This is an optimization exercise on Yosys and OpenROAD, whose aim is small area, not a production implementation.
Only simulation tests tie the RTL to the original design; equivalence was not proved.

<file path="design/flow/config.mk">
export PLATFORM = sky130hd
export DESIGN_NAME = cpu
export DESIGN_NICKNAME = cpu
export VERILOG_FILES = /design/flow/design.v
export SDC_FILE = /design/flow/constraint.sdc
export NUM_CORES = 4
export LEC_CHECK = 0
export CAP_MARGIN = 20
export CORE_MARGIN = 2
export CORE_UTILIZATION = 55
export PLACE_DENSITY = 0.85
export SLEW_MARGIN = 20
</file>
<file path="design/flow/constraint.sdc">
create_clock -name core_clock -period 20.0 [get_ports {clk}]
set_input_delay 4.0000 -clock core_clock [delete_from_list [all_inputs] [get_ports {clk}]]
set_output_delay 4.0000 -clock core_clock [all_outputs]
set_load 0.01 [all_outputs]
</file>
<file path="design/flow/design.v">
module mux2x1 #(parameter WIDTH = 32) (
    input [WIDTH-1:0] in0, in1,
    input sel,
    output [WIDTH-1:0] out
);
    assign out = (sel == 1'b0) ? in0 : 
                (sel == 1'b1) ? in1:
                {WIDTH{1'b0}};
endmodule
module mux2x1_32 (
    input [31:0] in0, in1,
    input sel,
    output [31:0] out
);
    assign out = (sel == 1'b1) ? in1 : 
                (sel == 1'b0) ? in0 :
                32'b0;
endmodule
module mux3x1 #(parameter WIDTH = 32) (
    input [WIDTH-1:0] in0, in1, in2,
    input [1:0] sel,
    output [WIDTH-1:0] out
);
    assign out = (sel == 2'b00) ? in0 :
                 (sel == 2'b01) ? in1 :
                 (sel == 2'b10) ? in2 :
                 {WIDTH{1'b0}};
endmodule
module mux4x1 #(parameter WIDTH = 32) (
    input [WIDTH-1:0] in0, in1, in2, in3,
    input [1:0] sel,
    output [WIDTH-1:0] out
);
    assign out = (sel == 2'b00) ? in0 :
                 (sel == 2'b01) ? in1 :
                 (sel == 2'b10) ? in2 :
                 (sel == 2'b11) ? in3 :
                 {WIDTH{1'b0}};
endmodule
module mux6x1 #(parameter WIDTH = 32) (
    input [WIDTH-1:0] in0, in1, in2, in3, in4, in5,
    input [2:0] sel,
    output [WIDTH-1:0] out
);
    assign out = (sel == 3'b000) ? in0 :
                 (sel == 3'b001) ? in1 :
                 (sel == 3'b010) ? in2 :
                 (sel == 3'b011) ? in3 :
                 (sel == 3'b100) ? in4 :
                 (sel == 3'b101) ? in5 :
                 {WIDTH{1'b0}};
endmodule
module mux9x1 #(parameter WIDTH = 32) (
    input [WIDTH-1:0] in0, in1, in2, in3, in4, in5, in6, in7, in8,
    input [3:0] sel,
    output [WIDTH-1:0] out
);
    assign out = (sel == 4'b0000) ? in0 :
                 (sel == 4'b0001) ? in1 :
                 (sel == 4'b0010) ? in2 :
                 (sel == 4'b0011) ? in3 :
                 (sel == 4'b0100) ? in4 :
                 (sel == 4'b0101) ? in5 :
                 (sel == 4'b0110) ? in6 :
                 (sel == 4'b0111) ? in7 :
                 (sel == 4'b1000) ? in8  :
                 {WIDTH{1'b0}};
endmodule
module signExtend16x32 (
    input [15:0] in,
    output [31:0] out
);
    assign out = { {16{in[15]}}, in  } ;
endmodule
module Registrador (
    input             Clk,
    input             Reset,
    input             Load,
    input      [31:0] Entrada,
    output reg [31:0] Saida
);
always @(posedge Clk or posedge Reset) begin
    if (Reset)
        Saida <= 32'b0;
    else if (Load)
        Saida <= Entrada;
end
endmodule
module Instr_Reg (
    input             Clk,
    input             Reset,
    input             Load_ir,
    input      [31:0] Entrada,
    output reg [5:0]  Instr31_26,
    output reg [4:0]  Instr25_21,
    output reg [4:0]  Instr20_16,
    output reg [15:0] Instr15_0
);
always @(posedge Clk or posedge Reset) begin
    if (Reset) begin
        Instr31_26 <= 6'b0;
        Instr25_21 <= 5'b0;
        Instr20_16 <= 5'b0;
        Instr15_0  <= 16'b0;
    end else if (Load_ir) begin
        Instr31_26 <= Entrada[31:26];
        Instr25_21 <= Entrada[25:21];
        Instr20_16 <= Entrada[20:16];
        Instr15_0  <= Entrada[15:0];
    end
end
endmodule
module Banco_reg (
    input         Clk,
    input         Reset,
    input         RegWrite,
    input  [4:0]  ReadReg1,
    input  [4:0]  ReadReg2,
    input  [4:0]  WriteReg,
    input  [31:0] WriteData,
    output [31:0] ReadData1,
    output [31:0] ReadData2
);
reg [31:0] Cluster [0:31];
integer i;
assign ReadData1 = Cluster[ReadReg1];
assign ReadData2 = Cluster[ReadReg2];
always @(posedge Clk or posedge Reset) begin
    if (Reset) begin
        for (i = 0; i < 32; i = i + 1)
            Cluster[i] <= 32'b0;
    end else if (RegWrite) begin
        Cluster[WriteReg] <= WriteData;
    end
end
endmodule
module RegDesloc (
    input         Clk,
    input         Reset,
    input  [2:0]  Shift,
    input  [4:0]  N,
    input  [31:0] Entrada,
    output [31:0] Saida
);
reg [31:0] temp;
assign Saida = temp;
always @(posedge Clk or posedge Reset) begin
    if (Reset) begin
        temp <= 32'b0;
    end else begin
        case (Shift)
            3'b000: temp <= temp;
            3'b001: temp <= Entrada;
            3'b010: temp <= temp << N;
            3'b011: temp <= temp >> N;
            3'b100: temp <= $signed(temp) >>> N;
            3'b101: temp <= (temp >> N) | (temp << (6'd32 - {1'b0, N}));
            3'b110: temp <= (temp << N) | (temp >> (6'd32 - {1'b0, N}));
            default: temp <= temp;
        endcase
    end
end
endmodule
module Ula32 (
    input  [31:0] A,
    input  [31:0] B,
    input  [2:0]  Seletor,
    output [31:0] S,
    output        Overflow,
    output        Negativo,
    output        z,
    output        Igual,
    output        Maior,
    output        Menor
);
reg  [31:0] s_temp;
reg  [31:0] novo_B;
wire [31:0] soma_temp;
wire [31:0] carry_temp;
wire        igual_temp;
wire        overflow_temp;
always @(*) begin
    case (Seletor)
        3'b000: s_temp = A;
        3'b001: s_temp = soma_temp;
        3'b010: s_temp = soma_temp;
        3'b011: s_temp = A & B;
        3'b110: s_temp = A ^ B;
        3'b101: s_temp = ~A;
        3'b100: s_temp = soma_temp;
        default: s_temp = 32'b0;
    endcase
end
always @(*) begin
    case (Seletor)
        3'b001: novo_B = B;
        3'b100: novo_B = 32'd1;
        default: novo_B = ~B;
    endcase
end
assign S = s_temp;
assign Negativo = s_temp[31];
assign z = (s_temp == 32'b0);
assign soma_temp[0]  = A[0] ^ novo_B[0] ^ Seletor[1];
assign carry_temp[0] = (Seletor[1] & (A[0] | novo_B[0])) | (A[0] & novo_B[0]);
genvar g;
generate
    for (g = 1; g < 32; g = g + 1) begin : ripple
        assign soma_temp[g]  = A[g] ^ novo_B[g] ^ carry_temp[g-1];
        assign carry_temp[g] = (carry_temp[g-1] & (A[g] | novo_B[g])) | (A[g] & novo_B[g]);
    end
endgenerate
assign overflow_temp = carry_temp[31] ^ carry_temp[30];
assign Overflow = (Seletor == 3'b001 || Seletor == 3'b010 || Seletor == 3'b100) ? overflow_temp : 1'b0;
assign igual_temp = (soma_temp == 32'b0) ? ~overflow_temp : 1'b0;
assign Igual = igual_temp;
assign Maior = ((~soma_temp[31] & ~overflow_temp) | (overflow_temp & ~A[31])) & ~igual_temp;
assign Menor = (soma_temp[31] & ~overflow_temp) | (overflow_temp & A[31]);
endmodule
module multiplier (
    input clk,
    input reset,
    input start,
    input [31:0] a, b,
    output reg [31:0] hi, lo,
    output reg ready
);
reg [31:0] multiplicand, multiplier;
reg [63:0] product;
reg [5:0] count;  
reg active;
reg [63:0] product_step;
reg [95:0] shifted;
always @(*) begin
    case ({multiplier[1:0]})
        2'b01: product_step = product + {multiplicand, 32'b0};
        2'b10: product_step = product - {multiplicand, 32'b0};
        default: product_step = product;  
    endcase
    shifted = {product_step[63], product_step, multiplier} >>> 1;
end
always @(posedge clk) begin
    if (reset) begin
        multiplicand <= 32'b0;
        multiplier <= 32'b0;
        product <= 64'b0;
        count <= 6'b000000;
        active <= 1'b0;
        ready <= 1'b0;
        hi <= 32'b0;
        lo <= 32'b0;
    end else if (start && !active) begin
        multiplicand <= a;
        multiplier <= b;
        product <= 64'b0;
        count <= 6'b000000;
        active <= 1'b1;
        ready <= 1'b0;
    end else if (active) begin
        if (count < 32) begin
            {product, multiplier} <= shifted;
            count <= count + 1;
        end else begin
            active <= 1'b0;
            ready <= 1'b1;
            hi <= product[63:32];
            lo <= product[31:0];
        end
    end else begin
        ready <= 1'b0;
    end
end
endmodule
module divider (
    input clk,
    input reset,
    input start,
    input [31:0] a, b,
    output reg [31:0] hi, lo,
    output reg ready,
    output reg div_zero
);
reg [31:0] dividend, divisor;
reg [63:0] remainder;
reg [5:0] count;
reg active;
reg [63:0] rem_shift;
reg [31:0] rem_sub;
reg [63:0] rem_next;
always @(*) begin
    rem_shift = remainder << 1;
    rem_sub = rem_shift[63:32] - divisor;
    if (rem_sub[31])
        rem_next = {rem_sub + divisor, rem_shift[31:1], 1'b0};
    else
        rem_next = {rem_sub, rem_shift[31:1], 1'b1};
end
always @(posedge clk) begin
    if (reset) begin
        dividend <= 32'b0;
        divisor <= 32'b0;
        remainder <= 64'b0;
        count <= 6'b000000;
        active <= 1'b0;
        ready <= 1'b0;
        div_zero <= 1'b0;
        hi <= 32'b0;
        lo <= 32'b0;
    end else if (start && !active) begin
        if (b == 0) begin
            div_zero <= 1'b1;
            ready <= 1'b1;
            active <= 1'b0;
        end else begin
            dividend <= a;
            divisor <= b;
            remainder <= {32'b0, a};
            count <= 6'b000000;
            active <= 1'b1;
            ready <= 1'b0;
            div_zero <= 1'b0;
        end
    end else if (active) begin
        if (count < 32) begin
            remainder <= rem_next;
            count <= count + 1;
        end else begin
            active <= 1'b0;
            ready <= 1'b1;
            lo <= remainder[31:0];  
            hi <= remainder[63:32];  
        end
    end else begin
        ready <= 1'b0;
        div_zero <= 1'b0;
    end
end
endmodule
module controlUnit (
    input wire clk, reset,
    input wire O,  
    input wire OpCode404_flag,  
    input wire div_zero,  
    input wire [5:0] OpCode, Funct,
    input wire zero, neg, lt, gt, et,  
    input wire mult_ready, div_ready,  
    output reg[2:0] IorD,
    output reg mem_wr,
    output reg[1:0] cause_control,
    output reg ir_wr,
    output reg reg_wr,
    output reg wr_A,
    output reg wr_B,
    output reg[2:0] mem_reg,
    output reg[1:0] reg_dst,
    output reg[1:0] Alu_Src_A,
    output reg[2:0] Alu_Src_B,
    output reg[2:0] Alu_Op,
    output reg PCWriteCond,
    output reg Alu_out_wr,
    output reg[2:0] PC_Source,
    output reg PC_wr,
    output reg EPC_wr,
    output reg [1:0] load_control,
    output reg [1:0] store_control,
    output reg mult_start,
    output reg div_start,
    output reg Lo_wr,
    output reg hi_wr,
    output reg reset_out,
    output reg [2:0] shift_control,
    output reg [3:0] DataSrc,
    output reg RegRs,
    output reg [3:0] mem_wr_byte_enable
);
parameter reset_start = 6'b000000;
parameter fetch = 6'b000001;
parameter decode = 6'b000010;
parameter op404_state = 6'b000011;
parameter overflow_state = 6'b000100;
parameter zero_div_state = 6'b000101;
parameter exception_fetch = 6'b111111;  
parameter R_EXEC_state = 6'b000110;
parameter R_WB_state = 6'b000111;
parameter JR_state = 6'b001000;
parameter MULT_START_state = 6'b001001;
parameter MULT_WAIT_state = 6'b001010;
parameter DIV_START_state = 6'b001011;
parameter DIV_WAIT_state = 6'b001100;
parameter MFHI_state = 6'b001101;
parameter MFLO_state = 6'b001110;
parameter SLL_SRA_EXEC_state = 6'b001111;
parameter I_EXEC_state = 6'b010000;
parameter I_WB_state = 6'b010001;
parameter BEQ_BNE_state = 6'b010010;
parameter LW_SW_ADDR_state = 6'b010011;
parameter LW_MEM_state = 6'b010100;
parameter LW_WB_state = 6'b010101;
parameter SW_MEM_state = 6'b010110;
parameter LUI_WB_state = 6'b100000;
parameter J_state = 6'b010111;
parameter JAL_state = 6'b011000;
parameter PUSH_ADDR_state = 6'b011001;
parameter PUSH_MEM_state = 6'b011010;
parameter PUSH_SP_state = 6'b011011;
parameter POP_ADDR_state = 6'b011100;
parameter POP_MEM_state = 6'b011101;
parameter POP_WB_state = 6'b011110;
parameter POP_SP_state = 6'b011111;
parameter R_TYPE = 6'b000000;
parameter LW_OP = 6'b100011;
parameter LB_OP = 6'b100000;
parameter SW_OP = 6'b101011;
parameter SB_OP = 6'b101000;
parameter ADDI_OP = 6'b001000;
parameter BEQ_OP = 6'b000100;
parameter BNE_OP = 6'b000101;
parameter J_OP = 6'b000010;
parameter JAL_OP = 6'b000011;
parameter LUI_OP = 6'b001111;
parameter ADD_F = 6'b100000;
parameter SUB_F = 6'b100010;
parameter AND_F = 6'b100100;
parameter SLT_F = 6'b101010;
parameter MULT_F = 6'b011000;
parameter DIV_F = 6'b011010;
parameter MFHI_F = 6'b010000;
parameter MFLO_F = 6'b010010;
parameter JR_F = 6'b001000;
parameter SLL_F = 6'b000000;
parameter SRA_F = 6'b000011;
parameter PUSH_F = 6'b000101;
parameter POP_F = 6'b000110;
reg [5:0] state;
always @(posedge clk or posedge reset) begin
    if (reset) begin
        state <= reset_start;
    end else begin
        case (state)
            reset_start: state <= fetch;
            fetch: state <= decode;
            decode: begin
                if (OpCode404_flag) begin
                    state <= op404_state;
                end else begin
                    case (OpCode)
                        R_TYPE: begin
                            case (Funct)
                                ADD_F, SUB_F, AND_F: state <= R_EXEC_state;
                                SLT_F: state <= R_EXEC_state;
                                MULT_F: state <= MULT_START_state;
                                DIV_F: state <= DIV_START_state;
                                MFHI_F: state <= MFHI_state;
                                MFLO_F: state <= MFLO_state;
                                JR_F: state <= JR_state;
                                SLL_F, SRA_F: state <= SLL_SRA_EXEC_state;
                                PUSH_F: state <= PUSH_ADDR_state;
                                POP_F: state <= POP_ADDR_state;
                                default: state <= op404_state;
                            endcase
                        end
                        LW_OP, LB_OP: state <= LW_SW_ADDR_state;
                        SW_OP, SB_OP: state <= LW_SW_ADDR_state;
                        ADDI_OP: state <= I_EXEC_state;
                        BEQ_OP, BNE_OP: state <= BEQ_BNE_state;
                        J_OP: state <= J_state;
                        JAL_OP: state <= JAL_state;
                        LUI_OP: state <= LUI_WB_state;
                        default: state <= op404_state;
                    endcase
                end
            end
            R_EXEC_state: begin
                if (O && (Funct == ADD_F || Funct == SUB_F)) state <= overflow_state;
                else state <= R_WB_state;
            end
            R_WB_state: state <= fetch;
            SLL_SRA_EXEC_state: state <= R_WB_state;
            JR_state: state <= fetch;
            MULT_START_state: state <= MULT_WAIT_state;
            MULT_WAIT_state: begin
                if (mult_ready) state <= fetch;
                else state <= MULT_WAIT_state;
            end
            DIV_START_state: begin
                if (div_zero) state <= zero_div_state;
                else state <= DIV_WAIT_state;
            end
            DIV_WAIT_state: begin
                if (div_ready) state <= fetch;
                else state <= DIV_WAIT_state;
            end
            MFHI_state: state <= R_WB_state;
            MFLO_state: state <= R_WB_state;
            I_EXEC_state: begin
                if (O && OpCode == ADDI_OP) state <= overflow_state;
                else state <= I_WB_state;
            end
            I_WB_state: state <= fetch;
            BEQ_BNE_state: state <= fetch;
            LW_SW_ADDR_state: begin
                if (OpCode == LW_OP || OpCode == LB_OP) state <= LW_MEM_state;
                else state <= SW_MEM_state;
            end
            LW_MEM_state: state <= LW_WB_state;
            LW_WB_state: state <= fetch;
            SW_MEM_state: state <= fetch;
            LUI_WB_state: state <= fetch;
            J_state: state <= fetch;
            JAL_state: state <= fetch;
            PUSH_ADDR_state: state <= PUSH_MEM_state;
            PUSH_MEM_state: state <= PUSH_SP_state;
            PUSH_SP_state: state <= fetch;
            POP_ADDR_state: state <= POP_MEM_state;
            POP_MEM_state: state <= POP_WB_state;
            POP_WB_state: state <= POP_SP_state;
            POP_SP_state: state <= fetch;
op404_state: state <= exception_fetch;  
	        overflow_state: state <= exception_fetch;  
	        zero_div_state: state <= exception_fetch;  
	        exception_fetch: state <= fetch;
            default: state <= fetch;
        endcase
    end
end
always @(*) begin
    IorD = 3'b000; mem_wr = 1'b0; cause_control = 2'b00; ir_wr = 1'b0;
    reg_wr = 1'b0; wr_A = 1'b0; wr_B = 1'b0; mem_reg = 3'b000;
    reg_dst = 2'b00; Alu_Src_A = 2'b00; Alu_Src_B = 3'b000; Alu_Op = 3'b000;
    PCWriteCond = 1'b0; Alu_out_wr = 1'b0; PC_Source = 3'b000; PC_wr = 1'b0;
    EPC_wr = 1'b0; load_control = 2'b00; store_control = 2'b00; mult_start = 1'b0;
    div_start = 1'b0; Lo_wr = 1'b0; hi_wr = 1'b0;
    reset_out = 1'b0; shift_control = 3'b000; DataSrc = 4'b0000; RegRs = 1'b0; mem_wr_byte_enable = 4'b0000;
    case (state)
reset_start: begin
	            reset_out = 1'b1; 
	            PC_wr = 1'b0;
	            ir_wr = 1'b0;
	            reg_wr = 1'b1;       
	            reg_dst = 2'b10;     
	            DataSrc = 4'b1000;   
	            wr_A = 1'b0;
	            wr_B = 1'b0;
	            Alu_out_wr = 1'b0;
	            EPC_wr = 1'b0;
	            mem_wr = 1'b0;
	            hi_wr = 1'b0;
	            Lo_wr = 1'b0;
	        end
        fetch: begin
            Alu_Src_A = 2'b00;  
            Alu_Src_B = 3'b001;  
            Alu_Op = 3'b001;  
            Alu_out_wr = 1'b1;
            IorD = 3'b000;  
            ir_wr = 1'b1;
            PC_Source = 3'b000;  
            PC_wr = 1'b1;  
        end
        decode: begin
            wr_A = 1'b1;
            wr_B = 1'b1;
            Alu_Src_A = 2'b00;  
            Alu_Src_B = 3'b011;  
            Alu_Op = 3'b001;  
Alu_out_wr = 1'b1;
        end
        R_EXEC_state: begin
            Alu_Src_A = 2'b01;  
            Alu_Src_B = 3'b000;  
            case (Funct)
                ADD_F: Alu_Op = 3'b001;  
                SUB_F: Alu_Op = 3'b010;  
                AND_F: Alu_Op = 3'b011;  
                SLT_F: Alu_Op = 3'b010;  
            endcase
            Alu_out_wr = 1'b1;
        end
        R_WB_state: begin
            if (Funct == SLT_F) DataSrc = 4'b0111;
            else DataSrc = 4'b0000;
            reg_dst = 2'b01; 
            reg_wr = 1'b1;
        end
        SLL_SRA_EXEC_state: begin
            case (Funct)
                SLL_F: shift_control = 3'b001;  
                SRA_F: shift_control = 3'b010;  
            endcase
            DataSrc = 4'b0101;  
            reg_dst = 2'b01;  
            reg_wr = 1'b1;
        end
        JR_state: begin
            PC_Source = 3'b010;  
            PC_wr = 1'b1;
        end
        MULT_START_state: begin
            mult_start = 1'b1;
        end
        MULT_WAIT_state: begin
            if (mult_ready) begin
                Lo_wr = 1'b1;
                hi_wr = 1'b1;
            end
        end
        DIV_START_state: begin
            div_start = 1'b1;
        end
        DIV_WAIT_state: begin
            if (div_ready) begin
                Lo_wr = 1'b1;
                hi_wr = 1'b1;
            end
        end
        MFHI_state: begin
            DataSrc = 4'b0010;  
            reg_dst = 2'b01;  
            reg_wr = 1'b1;
        end
        MFLO_state: begin
            DataSrc = 4'b0011;  
            reg_dst = 2'b01;  
            reg_wr = 1'b1;
        end
        I_EXEC_state: begin
            Alu_Src_A = 2'b01;  
            Alu_Src_B = 3'b010;  
            case (OpCode)
                ADDI_OP: Alu_Op = 3'b001;  
            endcase
            Alu_out_wr = 1'b1;
        end
        I_WB_state: begin
            DataSrc = 4'b0000;  
            reg_dst = 2'b00;  
            reg_wr = 1'b1;
        end
        BEQ_BNE_state: begin
            Alu_Src_A = 2'b01;  
            Alu_Src_B = 3'b000;  
            Alu_Op = 3'b010;  
            Alu_out_wr = 1'b1;
            PCWriteCond = 1'b1;  
            PC_Source = 3'b001;  
            if (OpCode == BEQ_OP) begin
                if (zero) PC_wr = 1'b1;
            end else begin
                if (!zero) PC_wr = 1'b1;
            end
        end
        LW_SW_ADDR_state: begin
            Alu_Src_A = 2'b01;  
            Alu_Src_B = 3'b010;  
            Alu_Op = 3'b001;  
            Alu_out_wr = 1'b1;
        end
        LW_MEM_state: begin
            IorD = 3'b001;  
            mem_wr = 1'b0;  
            if (OpCode == LW_OP) load_control = 2'b10;  
            else load_control = 2'b01;  
        end
        LW_WB_state: begin
            DataSrc = 4'b0001;  
            reg_dst = 2'b00;  
            reg_wr = 1'b1;
        end
        SW_MEM_state: begin
            IorD = 3'b001;  
            mem_wr = 1'b1;  
            mem_wr_byte_enable = 4'b1111;  
            if (OpCode == SW_OP) store_control = 2'b10;  
            else store_control = 2'b01;  
        end
        J_state: begin
            PC_Source = 3'b001;  
            PC_wr = 1'b1;
        end
        JAL_state: begin
            DataSrc = 4'b0100;  
            reg_dst = 2'b11;  
            reg_wr = 1'b1;
            PC_Source = 3'b001;  
            PC_wr = 1'b1;
        end
        LUI_WB_state: begin 
            DataSrc = 4'b0110; 
            reg_dst = 2'b00; 
            reg_wr = 1'b1; 
        end
        PUSH_ADDR_state: begin
            Alu_Src_A = 2'b01;  
            Alu_Src_B = 3'b001;  
            Alu_Op = 3'b010;  
            Alu_out_wr = 1'b1;
            RegRs = 1'b1;  
        end
        PUSH_MEM_state: begin
            IorD = 3'b001;  
            mem_wr = 1'b1;  
            mem_wr_byte_enable = 4'b1111;  
            store_control = 2'b10;  
            RegRs = 1'b0;  
        end
        PUSH_SP_state: begin
            DataSrc = 4'b0000;  
            reg_dst = 2'b10;  
            reg_wr = 1'b1;
            RegRs = 1'b1;  
        end
        POP_ADDR_state: begin
            Alu_Src_A = 2'b01;  
            Alu_Src_B = 3'b001;  
            Alu_Op = 3'b001;  
            Alu_out_wr = 1'b1;
            RegRs = 1'b1;  
        end
        POP_MEM_state: begin
            IorD = 3'b001;  
            mem_wr = 1'b0;  
            load_control = 2'b10;  
            RegRs = 1'b1;  
        end
        POP_WB_state: begin
            DataSrc = 4'b0001;  
            reg_dst = 2'b01;  
            reg_wr = 1'b1;
            RegRs = 1'b1;  
        end
        POP_SP_state: begin
            DataSrc = 4'b0000;  
            reg_dst = 2'b10;  
            reg_wr = 1'b1;
            RegRs = 1'b1;  
        end
        op404_state: begin
            EPC_wr = 1'b1;
            cause_control = 2'b10;  
            PC_Source = 3'b011;  
            PC_wr = 1'b1;
        end
        overflow_state: begin
            EPC_wr = 1'b1;
            cause_control = 2'b00;  
            PC_Source = 3'b011;  
            PC_wr = 1'b1;
        end
zero_div_state: begin
	            EPC_wr = 1'b1;
	            cause_control = 2'b01;  
	            PC_Source = 3'b011;  
	            PC_wr = 1'b1;
	        end
	        exception_fetch: begin
	        end
	    endcase
end
endmodule
module cpu (
    input         clk,
    input         reset,       
    input  [31:0] mem_rdata,   
    output [31:0] mem_addr,    
    output [31:0] mem_wdata,   
    output        mem_wr       
);
localparam [4:0]
    S_RST   = 5'd0,
    S_FETCH = 5'd1,
    S_DEC   = 5'd2,
    S_REXEC = 5'd3,
    S_RWB   = 5'd4,    
    S_NOP2  = 5'd5,    
    S_JR    = 5'd6,
    S_MDST  = 5'd7,
    S_WAIT  = 5'd8,
    S_IEXEC = 5'd9,
    S_BR    = 5'd10,
    S_LSADR = 5'd11,
    S_LWMEM = 5'd12,
    S_LDWB  = 5'd13,   
    S_SWMEM = 5'd14,
    S_LUI   = 5'd15,
    S_J     = 5'd16,
    S_JAL   = 5'd17,
    S_PUSHA = 5'd18,
    S_PUSHM = 5'd19,
    S_SPWB  = 5'd20,   
    S_POPA  = 5'd21,
    S_POPM  = 5'd22,
    S_EXC   = 5'd23,
    S_EXCF  = 5'd24;
reg  [4:0]  state;
reg  [31:0] PC, AO, IR, EPC;
reg         slt_q;
wire [5:0] op = IR[31:26];
wire [5:0] fn = IR[5:0];
wire [4:0] rs = IR[25:21];
wire [4:0] rt = IR[20:16];
wire [4:0] rd = IR[15:11];
wire [15:0] imm = IR[15:0];
wire [31:0] sext = {{16{imm[15]}}, imm};
wire st_fetch = state == S_FETCH;
wire st_dec   = state == S_DEC;
wire st_rexec = state == S_REXEC;
wire st_rwb   = state == S_RWB;
wire st_jr    = state == S_JR;
wire st_mdst  = state == S_MDST;
wire st_wait  = state == S_WAIT;
wire st_iexec = state == S_IEXEC;
wire st_br    = state == S_BR;
wire st_lsadr = state == S_LSADR;
wire st_lwmem = state == S_LWMEM;
wire st_ldwb  = state == S_LDWB;
wire st_swmem = state == S_SWMEM;
wire st_lui   = state == S_LUI;
wire st_j     = state == S_J;
wire st_jal   = state == S_JAL;
wire st_pusha = state == S_PUSHA;
wire st_pushm = state == S_PUSHM;
wire st_spwb  = state == S_SPWB;
wire st_popa  = state == S_POPA;
wire st_popm  = state == S_POPM;
wire st_exc   = state == S_EXC;
wire st_rst   = state == S_RST;
wire is_r    = op == 6'b000000;
wire f_add   = fn == 6'b100000;
wire f_sub   = fn == 6'b100010;
wire f_and   = fn == 6'b100100;
wire f_slt   = fn == 6'b101010;
wire f_mult  = fn == 6'b011000;
wire f_div   = fn == 6'b011010;
wire f_mfhi  = fn == 6'b010000;
wire f_mflo  = fn == 6'b010010;
wire f_jr    = fn == 6'b001000;
wire f_sll   = fn == 6'b000000;
wire f_sra   = fn == 6'b000011;
wire f_push  = fn == 6'b000101;
wire f_pop   = fn == 6'b000110;
wire o_ls    = op == 6'b100011 || op == 6'b100000 || op == 6'b101011 || op == 6'b101000;
wire o_addi  = op == 6'b001000;
wire o_br    = op == 6'b000100 || op == 6'b000101;
wire o_j     = op == 6'b000010;
wire o_jal   = op == 6'b000011;
wire o_lui   = op == 6'b001111;
reg [4:0] dec_next;
always @(*) begin
    dec_next = S_EXC;
    if (is_r) begin
        if (f_add | f_sub | f_and | f_slt)        dec_next = S_REXEC;
        else if (f_mult | f_div)                  dec_next = S_MDST;
        else if (f_mfhi | f_mflo | f_sll | f_sra) dec_next = S_NOP2;
        else if (f_jr)                            dec_next = S_JR;
        else if (f_push)                          dec_next = S_PUSHA;
        else if (f_pop)                           dec_next = S_POPA;
    end
    else if (o_ls)   dec_next = S_LSADR;
    else if (o_addi) dec_next = S_IEXEC;
    else if (o_br)   dec_next = S_BR;
    else if (o_j)    dec_next = S_J;
    else if (o_jal)  dec_next = S_JAL;
    else if (o_lui)  dec_next = S_LUI;
end
wire uses_a = dec_next == S_REXEC || dec_next == S_PUSHA || dec_next == S_POPA ||
              dec_next == S_LSADR || dec_next == S_IEXEC || dec_next == S_BR;
reg  [31:0] rf [0:31];
wire [4:0]  ra = (st_dec | (st_swmem & ~op[0])) ? rs : rt;
wire [31:0] rdata = rf[ra];
reg        we;
reg [4:0]  wa;
reg [31:0] wd;
wire        rwb_slt = st_rwb & is_r & f_slt;
wire        x_pc = st_fetch | st_dec | st_jal;
wire        x_0  = (st_dec & uses_a) | st_lui | st_rst | rwb_slt;
wire [31:0] X = x_0 ? 32'b0 : (x_pc ? PC : AO);
reg  [31:0] Y;
always @(*) begin
    if (st_fetch | st_jal | st_pusha | st_popa) Y = 32'd4;
    else if (st_dec)                            Y = uses_a ? rdata : {sext[29:0], 2'b00};
    else if (st_iexec | st_lsadr)               Y = sext;
    else if (st_rexec | st_br)                  Y = rdata;
    else if (st_lui)                            Y = {imm, 16'b0};
    else if (st_rst)                            Y = 32'd227;
    else                                        Y = {31'b0, rwb_slt & slt_q};
end
wire        sub  = (st_rexec & fn[1]) | st_br | st_pusha;
wire [31:0] Yx   = sub ? ~Y : Y;
wire [31:0] sum  = X + Yx + {31'b0, sub};
wire        ovf  = (X[31] == Yx[31]) & (sum[31] != X[31]);
wire        lt   = sum[31] ^ ovf;
wire        zero = sum == 32'b0;
wire        do_and = st_rexec & f_and;
wire [31:0] alu  = do_and ? (AO & rdata) : sum;
wire        ao_wr = st_fetch | st_dec | st_rexec | st_iexec | st_br | st_lsadr | st_pusha | st_popa;
always @(*) begin
    we = 1'b0; wa = rt;
    case (state)
        S_RST:  begin we = 1'b1; wa = 5'd29; end
        S_RWB:  begin we = 1'b1; wa = is_r ? rd : rt; end
        S_LDWB: begin we = 1'b1; wa = is_r ? rd : rt; end
        S_LUI:  begin we = 1'b1; wa = rt; end
        S_JAL:  begin we = 1'b1; wa = 5'd31; end
        S_SPWB: begin we = 1'b1; wa = 5'd29; end
        default: ;
    endcase
    wd = st_ldwb ? mem_rdata : sum;
end
genvar gk;
generate for (gk = 0; gk < 32; gk = gk + 1) begin : g_rf
    reg [31:0] r;
    wire wek = we && wa == gk;
    wire hold = ~wek & ~reset;
    always @(posedge clk) r <= (wd & {32{wek}}) | (r & {32{hold}});
    always @(*) rf[gk] = r;
end endgenerate
always @(posedge clk or posedge reset) begin
    if (reset) begin
        state <= S_RST;
    end else begin
        case (state)
            S_RST:   state <= S_FETCH;
            S_FETCH: state <= S_DEC;
            S_DEC:   state <= dec_next;
            S_REXEC: state <= (ovf & (f_add | f_sub)) ? S_EXC : S_RWB;
            S_IEXEC: state <= ovf ? S_EXC : S_RWB;
            S_NOP2:  state <= S_RWB;
            S_MDST:  state <= S_WAIT;
            S_WAIT:  state <= (IR[5:0] == 6'd0) ? S_FETCH : S_WAIT;
            S_LSADR: state <= op[3] ? S_SWMEM : S_LWMEM;
            S_LWMEM: state <= S_LDWB;
            S_LDWB:  state <= is_r ? S_SPWB : S_FETCH;
            S_PUSHA: state <= S_PUSHM;
            S_PUSHM: state <= S_SPWB;
            S_POPA:  state <= S_POPM;
            S_POPM:  state <= S_LDWB;
            S_EXC:   state <= S_EXCF;
            default: state <= S_FETCH;
        endcase
    end
end
always @(posedge clk) begin
    if (st_rexec)
        slt_q <= lt;
    if (st_fetch)
        IR <= mem_rdata;
    else if (st_mdst)
        IR[5:0] <= (fn[1] && rdata == 32'b0) ? 6'd0 : 6'd33;
    else if (st_wait)
        IR[5:0] <= IR[5:0] - 6'd1;
end
wire        pc_wr = st_fetch | st_j | st_jal | st_jr | st_exc | (st_br & (op[0] | zero));
reg  [31:0] pc_in;
always @(*) begin
    if (st_fetch)    pc_in = AO;
    else if (st_jr)  pc_in = EPC;
    else if (st_exc) pc_in = 32'h000000FC;
    else             pc_in = {PC[31:28], IR[25:0], 2'b00};
end
always @(posedge clk or posedge reset) begin
    if (reset) begin
        PC  <= 32'b0;
        AO  <= 32'b0;
        EPC <= 32'b0;
    end else begin
        if (pc_wr)  PC  <= pc_in;
        if (ao_wr)  AO  <= alu;
        if (st_exc) EPC <= PC;
    end
end
assign mem_addr  = (st_lwmem | st_swmem | st_pushm | st_popm) ? AO : PC;
assign mem_wr    = st_swmem | st_pushm;
assign mem_wdata = rdata;
endmodule
</file>
<file path="design/flow/flow/run.sh">
#!/bin/bash
here=$(pwd)
rm -rf scripts_mod
cp -r "$FLOW_HOME/scripts" scripts_mod
cp flow/abc_map.script scripts_mod/abc_speed.script
export SCRIPTS_DIR="$here/scripts_mod"
export BUFFER_PORTS_ARGS="-buffer_cell sky130_fd_sc_hd__buf_1"
export CTS_ARGS="-sink_clustering_enable -repair_clock_nets -dont_use_dummy_load -sink_clustering_size 25 -sink_clustering_max_diameter 120"
bash standard.sh > standard_flow.log 2>&1
</file>
<file path="design/flow/flow/abc_map.script">
&get -n
&st
&dch -f
&nf -R 1000 -p
&put
topo
stime -c
dnsize -c
</file>
<file path="design/flow/standard.sh">
#!/bin/bash
# synth_recipe.tcl (not shown) runs the flow's synth.tcl, then flattens the netlist and writes it again
# the make line also repeats each setting of config.mk as NAME=value (left out here)
make -C /OpenROAD-flow-scripts/flow DESIGN_CONFIG=/design/flow/config.mk WORK_HOME=/design/flow/orfs CLKGATE_MAP_FILE= SYNTH_SCRIPT=/design/flow/synth_recipe.tcl "${@:-finish}"
</file>
==> summary.txt, run 1 <==
Yosys
  – Compound-Gate Fraction of Synth Area: 0.248
  – Post-synth top flop: dfxtp_1
  – Syn Std Cell Area: 44900 sq um
  – Mean area per synthesized cell: 8.72 sq um
  – Post-Synth Adder-Cell Area: 0.0102
  – Register bit total from synthesis: 1158
  – Post-synth net total: 5211
  – Post-Synth XOR/XNOR Area: 0.0135
  – Largest family of logic cells by synthesized area: compound AO/OA/AOI/OAI gates
  – Post-synthesis sequential area ratio: 0.535
  – Number of enable flip-flop cells after synthesis: 33
  – Mapped Cells: a little over 5000
  – Mux cell area share after synthesis: 0.0163
  – Asr flop ratio synth: 0.0872
  – Count of warnings emitted by yosys: 2
  – Synth Area in Simple Gates: 0.176
  – Synth unique cells: 54

Global routing
  – Initial antenna violation count: 11
  – Vias in the first global route: about 41000
  – First-pass GRT wire length: 257000 um
  – Maximum number of pins on one net before global-route repair: 70
  – GRT Total Usage: 0.402
  – Grt ovf: 0

Drt
  – Initial DRC Count: 7142
  – WL/cell: roughly 27 um
  – Residual DRC count: 0
  – TritonRoute pass-1 iters: 10
  – Final WL: 173000 um
  – Total number of vias: 44200
  – Antenna viol nets, final: 0
  – Vias/cell: between 6 and 7

Place
  – Number of buffers added on ports: 98
  – Routability cong.: 1.06
  – Placed cell area: between 40000 and 50000 sq um
  – Dpl hpwl: 110000 um

Setup path
  – CP max stage cell: dfrtp_1
  – R2R setup slack: 7.95 ns
  – WP data arrival: 12.61 ns
  – Worst path max stage delay: 0.78 ns
  – Worst setup SP type: register
  – Worst setup path class: register to register
  – CP Max Fanout: 32
  – CP Capture Type: register
  – CP required: 20.57 ns

Finish
  – P&R area growth vs syn: 10.9%
  – Fill count: 6859
  – NumNets Final: 5504
  – Fraction of layout cells with a size suffix above 1: 0.0574
  – Post-route cell area: 49700 sq um

Floorplan
  – Placement row count: ~100
  – I/O pin count: 99
  – Die Area: ~84000 sq um
  – Area of the core: 80700 sq um
  – Die Ht: 290 um
  – Die W: 290 um
  – Initial core utilization: 0.556

Outcome
  – Outcome: no timing/DRC/antenna violations

Timing
  – Post-layout minimum cycle time: 12.05 ns
  – Clk_skew: between 0.07 and 0.08 ns
  – Max_slew headroom: 0.114
  – F_max: just over 80 MHz
  – Final Hold Slack: 0.462 ns
  – Sum Neg Setup Slack: 0 ns
  – Fin crit share: 0.602
  – Endpoints failing setup: 0
  – Final hold viol count: 0
  – Worst Tran Pin Value: 1.32 ns
  – Final-report max-slew violation count: 0
  – RSZ-0062 raised after global routing: no

CTS
  – Post-CTS setup repair buffer count: 0
  – CTS tree: built
  – Clk latency of the worst-skew pair: 0.69 ns
  – Post_cts resized: 0
  – Clock root buffer: clkbuf_16
  – Sink Count: ~1200
  – Num CTS Buffers: 52
  – H-Tree Depth: 2
  – Bufs on Longest Clock Path: 3
  – Clk pin slew, worst setup/hold paths: 0.10 ns
  – Hold buffer count at cts: 0

Job
  – Max_cap viols: 0

Worst hold path
  – Worst hold path type: register to register
[Yosys cell counts (11+ instances only)]
library cell,count,share of area
dfxtp_1,1024,0.46
ha_1,35,0.0098
a22oi_1,140,0.023
nand2b_1,11,0.0015
a221oi_1,46,0.0090
xor2_1,42,0.0082
a211oi_1,22,0.0037
a31oi_1,35,0.0049
xnor2_1,27,0.0053
a222oi_1,165,0.037
nand2_1,1374,0.11
clkinv_1,13,0.0011
o21ai_0,1119,0.12
nand4_1,73,0.010
a221o_1,20,0.0045
nor4_1,28,0.0039
edfxtp_1,33,0.022
nand3_1,75,0.0084
nor2_1,295,0.025
dfrtp_1,101,0.056
and3_1,18,0.0025
nor3_1,48,0.0054
mux2_1,31,0.0078
a21oi_1,203,0.023
mux2i_1,38,0.0085
a22o_1,42,0.0082
[cell usage in the layout (no fill, tap or decap), types with 13 or more instances in the layout]
master,instances
o21ai_0,1111
nor3_1,26
nand2_1,1366
ha_1,35
nor4_1,27
nand3_1,75
mux2_1,31
mux2i_4,25
a221o_1,20
nor2_2,15
xnor2_1,27
a22o_1,42
dfrtp_1,101
a31oi_1,35
a21oi_1,171
a211oi_1,22
nor2_1,278
mux2i_1,13
buf_1,97
dfxtp_1,1024
buf_4,133
clkbuf_16,52
a22oi_1,140
xor2_1,42
and3_1,17
edfxtp_1,33
a21oi_2,30
nor3_2,22
a221oi_1,46
nand4_1,73
a222oi_1,165
[area by class of cell]
class                           count  area, sq um  share of cell area
Tap cell                         1060         1330              0.0267
Sequential cell                  1158        24000               0.483
Timing Repair Buffer              239         1560              0.0313
Inverter                           13         51.3             0.00103
Antenna cell                        5         12.5            0.000252
Multi-Input combinational cell   3970        21500               0.432
Clock buffer                       52         1300              0.0262
[per-layer routing]
layer / track usage / wire length [um] / vias to the layer above
met5: 0 / 57 / -
met4: 0.266 / 13800 / 8
met3: 0.114 / 24300 / 681
met2: 0.592 / 72700 / 3209
met1: 0.517 / 62300 / 20900
li1: - / - / 19400
[per-stage QoR]
step / worst slack, ns / utilization / cells
floorplan: 7.08 / - / 5141
global placement: 8.63 / 0.598 / 6432
detailed placement: 8.55 / 0.599 / 6437
CTS: 8.42 / 0.616 / 6489
global route: 7.22 / 0.616 / 6492
finish: 7.95 / 0.617 / 6497
[cells by family (layout without fill, tap and decap cells)]
| logic type | count (synthesis) | after routing |
|---|---|---|
| multiplexers | 69 | 69 |
| flip-flops | 1158 | 1158 |
| other | 0 | 5 |
| AO/OA/AOI/OAI | 1846 | 1846 |
| XOR/XNOR | 69 | 69 |
| AND/OR/NAND/NOR | 1950 | 1950 |
| buffers and inverters | 13 | 304 |
| adder cells (fa/ha/maj) | 36 | 36 |
[registers in the layout, indices dropped and copies added, names as in the netlist]
register	cells
AO	32
EPC	32
IR	32
PC	32
g_rf.r	1024
slt_q	1
state	5
[worst max-delay path, delay by kind of cell, from the launching register on]
kind	cells	cell delay, ns
flops	1	0.78
xor+xnor	1	0.29
fa+ha+maj	1	0.48
simple gates	16	4.43
mux	2	0.61
buf+inv	5	1.41
compound gates	16	3.89
[final timing paths]
kind | depth (start not counted) | start | to
hold reg to reg | 2 | g_rf[14].r[18] | g_rf[14].r[18]
setup / recovery | 41 | state[4] | PC[27]
max in group asynchronous | 4 | reset | AO[10]
setup reg to reg | 41 | state[4] | PC[27]
min in group asynchronous | 3 | reset | AO[19]
hold / removal | 2 | g_rf[14].r[18] | g_rf[14].r[18]
==> run 2, diff against run 1 <==
--- a/design/flow/config.mk
+++ b/design/flow/config.mk
@@ -7,6 +7,6 @@
 export LEC_CHECK = 0
 export CAP_MARGIN = 20
 export CORE_MARGIN = 2
-export CORE_UTILIZATION = 55
-export PLACE_DENSITY = 0.85
+export CORE_UTILIZATION = 40
+export PLACE_DENSITY = 0.6
 export SLEW_MARGIN = 20
==> summary.txt, run 2 <==
Drt
  – Metal-1 WL: 75800 um
  – Initial DRC Count: 5945
  – WL met3: 18300 um
  – WL/cell: approximately 26 um
  – Highest Signal Layer: met5
  – TritonRoute pass-1 iters: 9
  – Residual DRC count: 0
  – Wire length on met2: 79900 um
  – Total number of vias: 42600
  – Final WL: 183000 um
  – Antenna viol nets, final: 0
  – Vias/cell: 6.16

Timing
  – Final-report max-slew violation count: 0
  – Post-layout minimum cycle time: 11.29 ns
  – RSZ-0062 raised after global routing: no
  – Endpoints failing setup: 0
  – Worst setup margin: 8.71 ns
  – Sum Neg Setup Slack: 0 ns
  – Max_slew headroom: 0.223
  – Final hold viol count: 0
  – Worst Tran Pin Value: 1.16 ns
  – F_max: 88.6 MHz
  – Fin crit share: 0.564
  – Clk_skew: 0.0364 ns

Job
  – Max_cap viols: 0

Setup path
  – Worst path max stage delay: 0.86 ns
  – WP data arrival: 11.91 ns
  – CP required: around 21 ns
  – Worst setup path startpoint: state[4]
  – CP Capture Type: register
  – CP max stage cell: nor4_1
  – Worst setup path class: register to register
  – CP Max Fanout: 54
  – Worst setup SP type: register
  – RR Startpoint: state[4]

Yosys
  – Post-synthesis sequential area ratio: 0.535
  – Register bit total from synthesis: 1158
  – Post-Synth XOR/XNOR Area: 0.0135
  – Most frequent cell after synthesis: nand2_1
  – Synth unique cells: 54
  – Mux cell area share after synthesis: 0.0163
  – Compound-Gate Fraction of Synth Area: 0.248
  – Largest family of logic cells by synthesized area: compound AO/OA/AOI/OAI gates
  – Number of enable flip-flop cells after synthesis: 33
  – Post-synth top flop: dfxtp_1
  – Synth Area in Simple Gates: 0.176
  – Top-area cell type share of the netlist area: 0.457
  – Post-Synth Adder-Cell Area: 0.0102
  – Post-synth net total: ~5200
  – Mapped Cells: 5141
  – Yosys top cell by area: dfxtp_1
  – Asr flop ratio synth: 0.0872
  – Syn Std Cell Area: 44900 sq um
  – Count of warnings emitted by yosys: 2
  – Commonest cells in the netlist: nand2_1, o21ai_0, dfxtp_1, nor2_1, a21oi_1
  – Synth area leaders: dfxtp_1, o21ai_0, nand2_1
  – Mean area per synthesized cell: 8.72 sq um

Finish
  – Final Util: 0.455
  – NumNets Final: 5505
  – Biggest register: g_rf.r
  – Fill count: 11100
  – Fraction of layout cells with a size suffix above 1: 0.0561
  – Most common cell after layout, fill and taps aside: nand2_1
  – Seq. cell area: 24000 sq um
  – P&R area growth vs syn: 12.5%
  – Multi-input logic area: 21700 sq um
  – Most frequent cells in the layout: nand2_1, o21ai_0, dfxtp_1
  – Max FFs per register: 1024

Floorplan
  – Die Ht: ~340 um
  – Area of the core: approximately 110000 sq um
  – Initial core utilization: 0.404
  – Die W: 339 um
  – Die Area: 115000 sq um
  – I/O pin count: 99
  – Placement row count: 122

Outcome
  – Outcome: no timing/DRC/antenna violations

CTS
  – Post-CTS setup repair buffer count: 0
  – Num CTS Buffers: 52
  – Clock root buffer: clkbuf_16
  – CTS tree: built
  – Post_cts resized: 0
  – Clk pin slew, worst setup/hold paths: 0.11 ns
  – Sink Count: 1158
  – H-Tree Depth: 2
  – Hold buffer count at cts: 0
  – Clk latency of the worst-skew pair: 0.70 ns
  – Bufs on Longest Clock Path: 3

Global routing
  – Initial antenna violation count: 8
  – Vias in the first global route: 38700
  – Grt ovf: 0
  – Maximum number of pins on one net before global-route repair: 64
  – First-pass GRT wire length: 270000 um
  – GRT Total Usage: 0.309

Place
  – DP Worst Slack: ~9.1 ns
  – Routability cong.: approximately 1
  – Number of buffers added on ports: 98
  – Dpl hpwl: 116000 um

Worst hold path
  – Worst hold path type: register to register
  – Hold_sp: g_rf[12].r[25]
-- run 2: logic make-up (layout without fill, tap and decap cells) --
group	Yosys count	in the layout
AOI/OAI and AO/OA	1846	1846
xor gates and xnor gates	69	69
adders and majority gates	36	36
buffers and inverters	13	305
DFF	1158	1158
muxes	69	69
other	0	3
and+or+nand+nor	1950	1950
-- run 2: per-layer routing --
layer,global-route usage,vias up
met5,0,-
met4,0.136,4
met3,0.0537,322
met2,0.471,2122
met1,0.427,20800
li1,-,19400
-- run 2: layout make-up --
| type | instances | share of cell area |
|---|---|---|
| well taps | 1488 | 0.0369 |
| inverters | 13 | 0.00102 |
| multi-input cells | 3970 | 0.430 |
| flip-flops and latches | 1158 | 0.476 |
| clock buffers | 52 | 0.0258 |
| diodes | 3 | 0.000149 |
| repair buffers | 240 | 0.0308 |
-- run 2: final timing paths --
kind,end,slack (ns),cells after the start
max,PC[26],8.71,40
min reg2reg,g_rf[12].r[25],0.46,2
max reg2reg,PC[26],8.71,40
min in group asynchronous,AO[2],3.87,3
min,g_rf[12].r[25],0.46,2
max in group asynchronous,EPC[2],14.73,4
-- run 2: per-stage QoR --
step | instance area, sq um | hold WS [ns] | cells
2_1_floorplan | 44900 | 0.420 | 5141
3_3_place_gp | 49000 | 0.429 | 6862
3_5_place_dp | 49000 | 0.440 | 6863
4_1_cts | 50300 | 0.463 | 6915
5_1_grt | 50500 | 0.482 | 6921
6_report | 50500 | 0.460 | 6924
-- run 2: worst max-delay path: cells and delay by family (launching register included) --
kind / cells / cell delay [ns]
flip-flops: 1 / 0.81
AO/OA/AOI/OAI: 15 / 2.86
AND/OR/NAND/NOR: 17 / 4.90
adder cells (fa/ha/maj): 1 / 0.47
XOR/XNOR: 2 / 0.41
buffers and inverters: 4 / 1.33
multiplexers: 1 / 0.30
==> run 3, diff against run 2 <==
--- a/design/flow/design.v
+++ b/design/flow/design.v
@@ -957,16 +957,13 @@
     else if (st_exc) pc_in = 32'h000000FC;
     else             pc_in = {PC[31:28], IR[25:0], 2'b00};
 end
-always @(posedge clk or posedge reset) begin
-    if (reset) begin
-        PC  <= 32'b0;
-        AO  <= 32'b0;
-        EPC <= 32'b0;
-    end else begin
-        if (pc_wr)  PC  <= pc_in;
-        if (ao_wr)  AO  <= alu;
-        if (st_exc) EPC <= PC;
-    end
+wire pc_hold  = ~pc_wr & ~reset;
+wire ao_hold  = ~ao_wr & ~reset;
+wire epc_hold = ~st_exc & ~reset;
+always @(posedge clk) begin
+    PC  <= (pc_in & {32{pc_wr  & ~reset}}) | (PC  & {32{pc_hold}});
+    AO  <= (alu   & {32{ao_wr  & ~reset}}) | (AO  & {32{ao_hold}});
+    EPC <= (PC    & {32{st_exc & ~reset}}) | (EPC & {32{epc_hold}});
 end
 assign mem_addr  = (st_lwmem | st_swmem | st_pushm | st_popm) ? AO : PC;
 assign mem_wr    = st_swmem | st_pushm;
==> design/flow/flow/abc_map.script (replaced) <==
&get -n
&st
&dch -f
&nf -R 1000 -p -F 10 -A 10
&put
topo
stime -c
dnsize -c
==> summary.txt, run 3 <==
Drt
  – TritonRoute pass-1 iters: 8
  – Final WL: 179000 um
  – Total number of vias: approximately 42000
  – Wire length on met2: just under 80000 um
  – Vias/cell: 6.10
  – WL/cell: 26.1 um
  – Highest Signal Layer: met5
  – Residual DRC count: 0
  – Antenna viol nets, final: 0
  – Initial DRC Count: 5150
  – WL met3: 14700 um
  – Metal-1 WL: around 76000 um

Finish
  – P&R area growth vs syn: 13.0%
  – NumNets Final: 5441
  – Fraction of layout cells with a size suffix above 1: 0.0583
  – Fill count: 11000
  – Fin cells: 6860
  – Most frequent cells in the layout: nand2_1, o21ai_0, dfxtp_1
  – Biggest register: g_rf.r
  – Max FFs per register: 1024
  – Most common cell after layout, fill and taps aside: nand2_1

Yosys
  – Post-synth top flop: dfxtp_1
  – Register bit total from synthesis: approximately 1200
  – Most frequent cell after synthesis: nand2_1
  – Synth area leaders: dfxtp_1, o21ai_0, nand2_1
  – Number of enable flip-flop cells after synthesis: 33
  – Mean area per synthesized cell: 8.76 sq um
  – Top-area cell type share of the netlist area: 0.505
  – Count of warnings emitted by yosys: 2
  – Post-synth net total: 5143
  – Asr flop ratio synth: 0.00432
  – Syn Std Cell Area: 44400 sq um
  – Synth Area in Simple Gates: 0.166
  – Mapped Cells: between 5000 and 6000
  – Mux cell area share after synthesis: 0.0122
  – Post-Synth Adder-Cell Area: 0.0103
  – Yosys top cell by area: dfxtp_1
  – Post-synthesis sequential area ratio: 0.530
  – Commonest cells in the netlist: nand2_1, o21ai_0, dfxtp_1, a21oi_1, a222oi_1
  – Compound-Gate Fraction of Synth Area: 0.266
  – Synth unique cells: 53
  – Post-Synth XOR/XNOR Area: 0.0134
  – Largest family of logic cells by synthesized area: compound AO/OA/AOI/OAI gates

Timing
  – Endpoints failing setup: 0
  – Final-report max-slew violation count: 0
  – RSZ-0062 raised after global routing: no
  – Worst Tran Pin Value: 1.16 ns
  – Sum Neg Setup Slack: 0 ns
  – Post-layout minimum cycle time: 11.84 ns
  – Max_slew headroom: 0.224
  – Final hold viol count: 0
  – Fin crit share: 0.592
  – Clk_skew: 0.0578 ns
  – F_max: 84.5 MHz

CTS
  – Post_cts resized: 0
  – Clk pin slew, worst setup/hold paths: 0.10 ns
  – Num CTS Buffers: 52
  – Post-CTS setup repair buffer count: 0
  – Sink Count: about 1200
  – H-Tree Depth: 2
  – CTS tree: built
  – Clock root buffer: clkbuf_16
  – Clk latency of the worst-skew pair: about 0.71 ns
  – Hold buffer count at cts: 0
  – Bufs on Longest Clock Path: 3

Worst hold path
  – Worst hold path type: register to register

Floorplan
  – Die Ht: ~340 um
  – Initial core utilization: 0.403
  – Area of the core: 110000 sq um
  – Placement row count: 122
  – Die W: 337 um
  – I/O pin count: 99
  – Die Area: between 100000 and 150000 sq um

Global routing
  – Initial antenna violation count: 4
  – Vias in the first global route: 38300
  – Grt ovf: 0
  – First-pass GRT wire length: 263000 um
  – GRT Total Usage: 0.307
  – Maximum number of pins on one net before global-route repair: 51

Place
  – Number of buffers added on ports: 98
  – Placed cell count: between 6000 and 7000
  – Dpl hpwl: 113000 um
  – Routability cong.: 1.01

Setup path
  – CP Capture Type: register
  – Worst setup path class: register to register
  – Worst path max stage delay: around 0.90 ns
  – Crit-path most repeated cell: nor2_1
  – CP Max Fanout: 32
  – CP max stage cell: a211oi_1
  – Worst setup SP type: register
  – WP data arrival: 12.45 ns
  – CP required: 20.62 ns

Job
  – Max_cap viols: 0

Outcome
  – Outcome: no timing/DRC/antenna violations
==> run 3: routing by layer <==
| layer | up-vias | GRT usage |
|---|---|---|
| met4 | 4 | 0.174 |
| met5 | - | 0 |
| met2 | 1729 | 0.467 |
| met3 | 342 | 0.0541 |
| met1 | 20500 | 0.410 |
| li1 | 19300 | - |
==> run 3: final cells by class <==
| cell class | instances | area (sq um) | share of cell area |
|---|---|---|---|
| Antenna cell | 3 | 7.51 | 0.000150 |
| Clock buffer | 52 | 1300 | 0.0259 |
| Inverter | 19 | 71.3 | 0.00142 |
| Multi-Input combinational cell | 3896 | 21700 | 0.431 |
| Sequential cell | 1158 | 23500 | 0.469 |
| Tap cell | 1488 | 1860 | 0.0371 |
| Timing Repair Buffer | 244 | 1760 | 0.0350 |
==> run 3: metrics by stage <==
stage                     instance area, sq um  hold WS, ns   util  setup WS, ns
after floorplan                          44400        0.420      -          9.37
after global placement                   48500        0.429  0.439          8.83
after detailed placement                 48600        0.440  0.441          8.61
after CTS                                49900        0.460  0.452          8.52
after global routing                     50200        0.481  0.455          7.45
final                                    50200        0.459  0.455          8.16
==> run 3: final timing paths <==
check                           cells after the start  slack, ns      startpoint              to
worst max register to register                     42       8.16        state[4]           PC[0]
min in group asynchronous                           2       3.41           reset        state[4]
max in group asynchronous                           2      16.37           reset        state[0]
worst max-delay path                               42       8.16        state[4]           PC[0]
worst min register to register                      2       0.46  g_rf[10].r[27]  g_rf[10].r[27]
worst min-delay path                                2       0.46  g_rf[10].r[27]  g_rf[10].r[27]
==> run 3: cells by family after synthesis <==
kind of cell | after synthesis
mux | 50
flops | 1158
buf+inv | 19
xor+xnor | 68
compound gates | 1944
fa+ha+maj | 36
simple gates | 1798
==> run 3: critical path: cells and delay by family, from the launching register on <==
family / cells / cell delay (ns)
AO/OA/AOI/OAI: 13 / 4.15
XOR/XNOR: 2 / 0.32
adder cells (fa/ha/maj): 1 / 0.37
buffers and inverters: 2 / 0.73
flip-flops: 1 / 0.72
multiplexers: 1 / 0.42
AND/OR/NAND/NOR: 23 / 4.96
==> run 4, diff against run 3 <==
==> design/flow/flow/abc_map.script (replaced) <==
&get -n
&st
&dch -f
&nf -R 1000 -p -F 20 -A 20 -C 32
&st
&synch2
&nf -R 1000 -p -F 20 -A 20 -C 32
&put
topo
stime -c
dnsize -c
==> summary.txt, run 4 <==
Drt
  – Initial DRC Count: approximately 7000
  – Vias/cell: 6.65
  – Final WL: 225000 um
  – Total number of vias: 45300
  – WL/cell: 33.1 um
  – Antenna viol nets, final: 0
  – Residual DRC count: 0
  – TritonRoute pass-1 iters: 10

Finish
  – Most common cell after layout, fill and taps aside: nand2_1
  – Fill count: 10900
  – NumNets Final: 5404
  – Fraction of layout cells with a size suffix above 1: 0.0688
  – P&R area growth vs syn: 13.4%
  – Most frequent cells in the layout: nand2_1, dfxtp_1, o21ai_0
  – Seq. cell area: about 24000 sq um
  – Biggest register: g_rf.r
  – Multi-input logic area: 21500 sq um
  – Final Util: 0.458
  – Max FFs per register: roughly 1000

Yosys
  – Commonest cells in the netlist: nand2_1, dfxtp_1, o21ai_0, a22oi_1, nor2_1
  – Synth area leaders: dfxtp_1, o21ai_0, nand2_1
  – Register bit total from synthesis: 1158
  – Count of warnings emitted by yosys: 2
  – Mapped Cells: 5021
  – Yosys top cell by area: dfxtp_1
  – Number of enable flip-flop cells after synthesis: 33
  – Top-area cell type share of the netlist area: 0.508
  – Asr flop ratio synth: 0.00432
  – Most frequent cell after synthesis: nand2_1
  – Post-synth top flop: dfxtp_1
  – Post-synth net total: 5091
  – Mean area per synthesized cell: ~8.8 sq um
  – Post-synthesis sequential area ratio: 0.533
  – Synth unique cells: 59
  – Syn Std Cell Area: between 40000 and 50000 sq um

Setup path
  – CP required: approximately 21 ns
  – CP max stage cell: nor4_1
  – Worst setup path class: register to register
  – WP data arrival: 14.32 ns
  – CP Max Fanout: 26
  – Worst path max stage delay: 0.88 ns
  – CP Capture Type: register
  – R2r worst-path depth: 47
  – Crit-path most repeated cell: nand2_1
  – Worst setup SP type: register

CTS
  – Clk pin slew, worst setup/hold paths: 0.12 ns
  – Post_cts resized: 0
  – Clock root buffer: clkbuf_16
  – H-Tree Depth: 2
  – Sink Count: 1158
  – Num CTS Buffers: between 50 and 60
  – Post-CTS setup repair buffer count: 0
  – Clk latency of the worst-skew pair: 0.77 ns
  – Hold buffer count at cts: 0
  – CTS tree: built
  – Bufs on Longest Clock Path: 3

Global routing
  – GRT Total Usage: 0.387
  – First-pass GRT wire length: between 300000 and 400000 um
  – Initial antenna violation count: 13
  – Vias in the first global route: roughly 41000
  – Grt ovf: 0
  – Maximum number of pins on one net before global-route repair: 64

Worst hold path
  – Worst hold path type: register to register
  – Hold Path Cell Cnt: 2

Timing
  – Worst Tran Pin Value: 1.28 ns
  – Final-report max-slew violation count: 0
  – Endpoints failing setup: 0
  – F_max: around 73 MHz
  – Clk_skew: 0.135 ns
  – Post-layout minimum cycle time: 13.79 ns
  – Sum Neg Setup Slack: 0 ns
  – Final Hold Slack: 0.460 ns
  – Worst setup margin: 6.21 ns
  – Fin crit share: 0.690
  – Final hold viol count: 0
  – RSZ-0062 raised after global routing: no
  – Max_slew headroom: 0.138

Floorplan
  – Area of the core: 109000 sq um
  – Die W: 336 um
  – Die Area: ~110000 sq um
  – Initial core utilization: 0.404
  – Die Ht: 336 um
  – Placement row count: approximately 120
  – I/O pin count: 99

Place
  – DP Worst Slack: about 6.8 ns
  – Routability cong.: 0.964
  – Dpl hpwl: about 130000 um
  – Number of buffers added on ports: 98

Outcome
  – Outcome: no timing/DRC/antenna violations

Job
  – Max_cap viols: 0
[run 4: cells by family (layout without fill, tap and decap cells)]
| kind of cell | count (synthesis) | count (layout) | share of synthesized area |
|---|---|---|---|
| compound gates | 1961 | 1961 | 0.271 |
| simple gates | 1723 | 1723 | 0.162 |
| flops | 1158 | 1158 | 0.533 |
| xor+xnor | 66 | 66 | 0.0131 |
| buf+inv | 54 | 365 | 0.00459 |
| fa+ha+maj | 36 | 36 | 0.0104 |
| mux | 23 | 23 | 0.00541 |
| other cells | 0 | 7 | 0 |
[run 4: final timing paths]
kind,startpoint,end,slack (ns)
worst max-delay path,state[0],PC[10],6.21
worst min-delay path,g_rf[16].r[30],g_rf[16].r[30],0.46
worst max register to register,state[0],PC[10],6.21
worst min register to register,g_rf[16].r[30],g_rf[16].r[30],0.46
max in group asynchronous,reset,state[3],16.12
min in group asynchronous,reset,state[4],3.68
[run 4: area by class of cell]
cell class / count / area share
clock buffers: 52 / 0.0260
diodes: 7 / 0.000350
repair buffers: 259 / 0.0317
multi-input cells: 3809 / 0.431
flip-flops and latches: 1158 / 0.470
well taps: 1476 / 0.0369
inverters: 54 / 0.00405
[run 4: critical path: cells and delay by family, from the launching register on]
kind	cells	cell delay, ns
fa+ha+maj	1	0.47
flops	1	0.52
buf+inv	3	0.66
simple gates	22	5.97
xor+xnor	1	0.25
compound gates	19	5.44
mux	1	0.32
[run 4: routing by layer]
layer | part of all wire | track usage | vias up
met2 | 0.42 | 0.581 | 3335
li1 | - | - | 19200
met3 | 0.14 | 0.113 | 908
met5 | 0.00025 | 0 | -
met1 | 0.37 | 0.492 | 21900
met4 | 0.073 | 0.231 | 8
[run 4: through the flow]
stage	cells	instance area, sq um
after global placement	6755	48700
after global routing	6809	50000
after detailed placement	6755	48700
after CTS	6807	50000
after floorplan	5021	44100
final	6815	50000
==> run 5, diff against run 4 <==
--- a/design/flow/config.mk
+++ b/design/flow/config.mk
@@ -7,6 +7,6 @@
 export LEC_CHECK = 0
 export CAP_MARGIN = 20
 export CORE_MARGIN = 2
-export CORE_UTILIZATION = 40
-export PLACE_DENSITY = 0.6
+export CORE_UTILIZATION = 55
+export PLACE_DENSITY = 0.85
 export SLEW_MARGIN = 20
==> summary.txt, run 5 <==
Setup path
  – CP max stage cell: a31oi_2
  – CP Capture Type: register
  – Crit-path most repeated cell: nand2_1
  – CP Max Fanout: 37
  – Worst path max stage delay: 0.81 ns
  – Worst setup path class: register to register
  – Worst setup SP type: register
  – WP data arrival: 13.96 ns
  – CP required: approximately 21 ns

Drt
  – Final WL: 204000 um
  – Initial DRC Count: 9543
  – Vias/cell: 7.39
  – Antenna viol nets, final: 0
  – TritonRoute pass-1 iters: 14
  – Residual DRC count: 0
  – Total number of vias: 47300
  – WL/cell: between 30 and 40 um

Yosys
  – Most frequent cell after synthesis: nand2_1
  – Top-area cell type share of the netlist area: 0.508
  – Synth unique cells: 59
  – Mean area per synthesized cell: 8.79 sq um
  – Commonest cells in the netlist: nand2_1, dfxtp_1, o21ai_0, a22oi_1, nor2_1
  – Register bit total from synthesis: 1158
  – Asr flop ratio synth: 0.00432
  – Number of enable flip-flop cells after synthesis: 33
  – Post-synth net total: 5091
  – Mapped Cells: 5021
  – Yosys top cell by area: dfxtp_1
  – Post-synthesis sequential area ratio: 0.533
  – Post-synth top flop: dfxtp_1
  – Count of warnings emitted by yosys: 2
  – Synth area leaders: dfxtp_1, o21ai_0, nand2_1
  – Syn Std Cell Area: 44100 sq um

Finish
  – Fraction of layout cells with a size suffix above 1: 0.0679
  – P&R area growth vs syn: 12.0%
  – Most frequent cells in the layout: nand2_1, dfxtp_1, o21ai_0
  – Most common cell after layout, fill and taps aside: nand2_1
  – Max FFs per register: around 1000
  – Final Util: 0.624
  – Fill count: 6781
  – NumNets Final: about 5400
  – Biggest register: g_rf.r

Floorplan
  – Area of the core: 79300 sq um
  – I/O pin count: 99
  – Placement row count: 103
  – Initial core utilization: 0.557
  – Die Area: 82500 sq um
  – Die W: 287 um
  – Die Ht: approximately 290 um

Global routing
  – Maximum number of pins on one net before global-route repair: 61
  – GRT Total Usage: 0.479
  – Initial antenna violation count: 22
  – Grt ovf: 0
  – Vias in the first global route: 43100
  – First-pass GRT wire length: 290000 um

Place
  – Number of buffers added on ports: 98
  – Dpl hpwl: 117000 um
  – Routability cong.: 0.989

Timing
  – Fin crit share: 0.672
  – RSZ-0062 raised after global routing: no
  – Post-layout minimum cycle time: 13.43 ns
  – Final Hold Slack: 0.460 ns
  – Endpoints failing setup: 0
  – Final-report max-slew violation count: 0
  – Max_slew headroom: 0.0947
  – Sum Neg Setup Slack: 0 ns
  – Clk_skew: just under 0.1 ns
  – F_max: around 74 MHz
  – Worst Tran Pin Value: between 1 and 1.5 ns
  – Final hold viol count: 0

CTS
  – Sink Count: 1158
  – Num CTS Buffers: 52
  – Clk latency of the worst-skew pair: ~0.73 ns
  – H-Tree Depth: 2
  – Clk pin slew, worst setup/hold paths: 0.12 ns
  – Bufs on Longest Clock Path: 3
  – Hold buffer count at cts: 0
  – CTS tree: built
  – Clock root buffer: clkbuf_16
  – Post_cts resized: 0
  – Post-CTS setup repair buffer count: 0

Worst hold path
  – Worst hold path type: register to register

Outcome
  – Outcome: no timing/DRC/antenna violations

Job
  – Max_cap viols: 0
## run 5: cell counts after synthesis
Identical to the previous run, type by type.
## run 5: layout make-up
type / count / area, sq um / share of cell area
clock buffers: 52 / 1300 / 0.0263
repair buffers: 256 / 1570 / 0.0317
diodes: 24 / 60.1 / 0.00121
inverters: 54 / 203 / 0.00410
multi-input cells: 3809 / 21500 / 0.434
flip-flops and latches: 1158 / 23500 / 0.476
well taps: 1050 / 1310 / 0.0266
## run 5: through the flow
step,cells,cell area [sq um],setup WS [ns]
3_5_place_dp,6325,48000,6.79
2_1_floorplan,5021,44100,8.46
6_report,6403,49400,6.57
4_1_cts,6377,49300,6.71
3_3_place_gp,6323,48000,6.81
5_1_grt,6381,49400,6.04
## run 5: kinds of logic (layout without fill, tap and decap cells)
| group | Yosys count | in the layout | share of synthesized area |
|---|---|---|---|
| AOI/OAI and AO/OA | 1961 | 1961 | 0.271 |
| and+or+nand+nor | 1723 | 1723 | 0.162 |
| DFF | 1158 | 1158 | 0.533 |
| xor gates and xnor gates | 66 | 66 | 0.0131 |
| buffers and inverters | 54 | 362 | 0.00459 |
| adders and majority gates | 36 | 36 | 0.0104 |
| muxes | 23 | 23 | 0.00541 |
| other | 0 | 24 | 0 |
## run 5: path summary, 6_finish.rpt
kind,start,to,slack [ns],cells past startpoint
worst min-delay path,g_rf[0].r[24],g_rf[0].r[24],0.46,2
worst max register to register,state[0],PC[7],6.57,49
min in group asynchronous,reset,state[4],3.47,2
worst min register to register,g_rf[0].r[24],g_rf[0].r[24],0.46,2
max in group asynchronous,reset,state[2],16.33,2
worst max-delay path,state[0],PC[7],6.57,49
## run 5: critical path, delay by kind of cell (launching register included)
| kind | cells | cell delay, ns |
|---|---|---|
| xor+xnor | 1 | 0.24 |
| simple gates | 23 | 4.78 |
| flops | 1 | 0.52 |
| mux | 1 | 0.38 |
| compound gates | 18 | 5.31 |
| buf+inv | 5 | 1.54 |
| fa+ha+maj | 1 | 0.48 |
## run 5: layer usage
layer / share of wire / vias up / wire, um / global-route usage
li1: - / 19200 / - / -
met1: 0.33 / 21700 / 67300 / 0.580
met2: 0.39 / 4807 / 79400 / 0.661
met3: 0.18 / 1549 / 37300 / 0.225
met4: 0.098 / 16 / 20000 / 0.346
met5: 0.0014 / - / 295 / 0.0169

## what the ideal ports hide
In the flow no input, the clock included, has a driving cell. The finished layouts below were timed again as built, in two steps.
Step 1 sets driving cells, clkbuf_16 on the clock port and buf_2 on the other inputs (assumed; they add their load-dependent delay and slew).
Step 2 moves the port delays by t, midway between the first and last clock arrival at a register: inputs arrive t later, outputs are due t later. That takes back most of the time a late clock gives input paths.
Slacks: ideal ports / drivers / drivers and shift; pairs: ideal ports / drivers.
| run | t, ns | setup WS [ns] | hold WS [ns] | worst setup path at the end | worst slew at a driven data input, ns |
|---|---|---|---|---|---|
| run 1 | 0.723 | 7.955 / 7.955 / 7.955 | 0.462 / 0.462 / 0.462 | register to register | 0.05 |
| run 2 | 0.754 | 8.712 / 8.712 / 8.712 | 0.460 / 0.460 / 0.460 | register to register | 0.06 |
| run 3 | 0.752 | 8.163 / 8.163 / 8.163 | 0.459 / 0.459 / 0.459 | register to register | 0.04 |
| run 4 | 0.778 | 6.209 / 6.209 / 6.209 | 0.460 / 0.460 / 0.460 | register to register | 0.06 |
| run 5 | 0.754 | 6.568 / 6.568 / 6.568 | 0.460 / 0.460 / 0.460 | register to register | 0.11 |
After both steps every run listed still meets setup and hold.
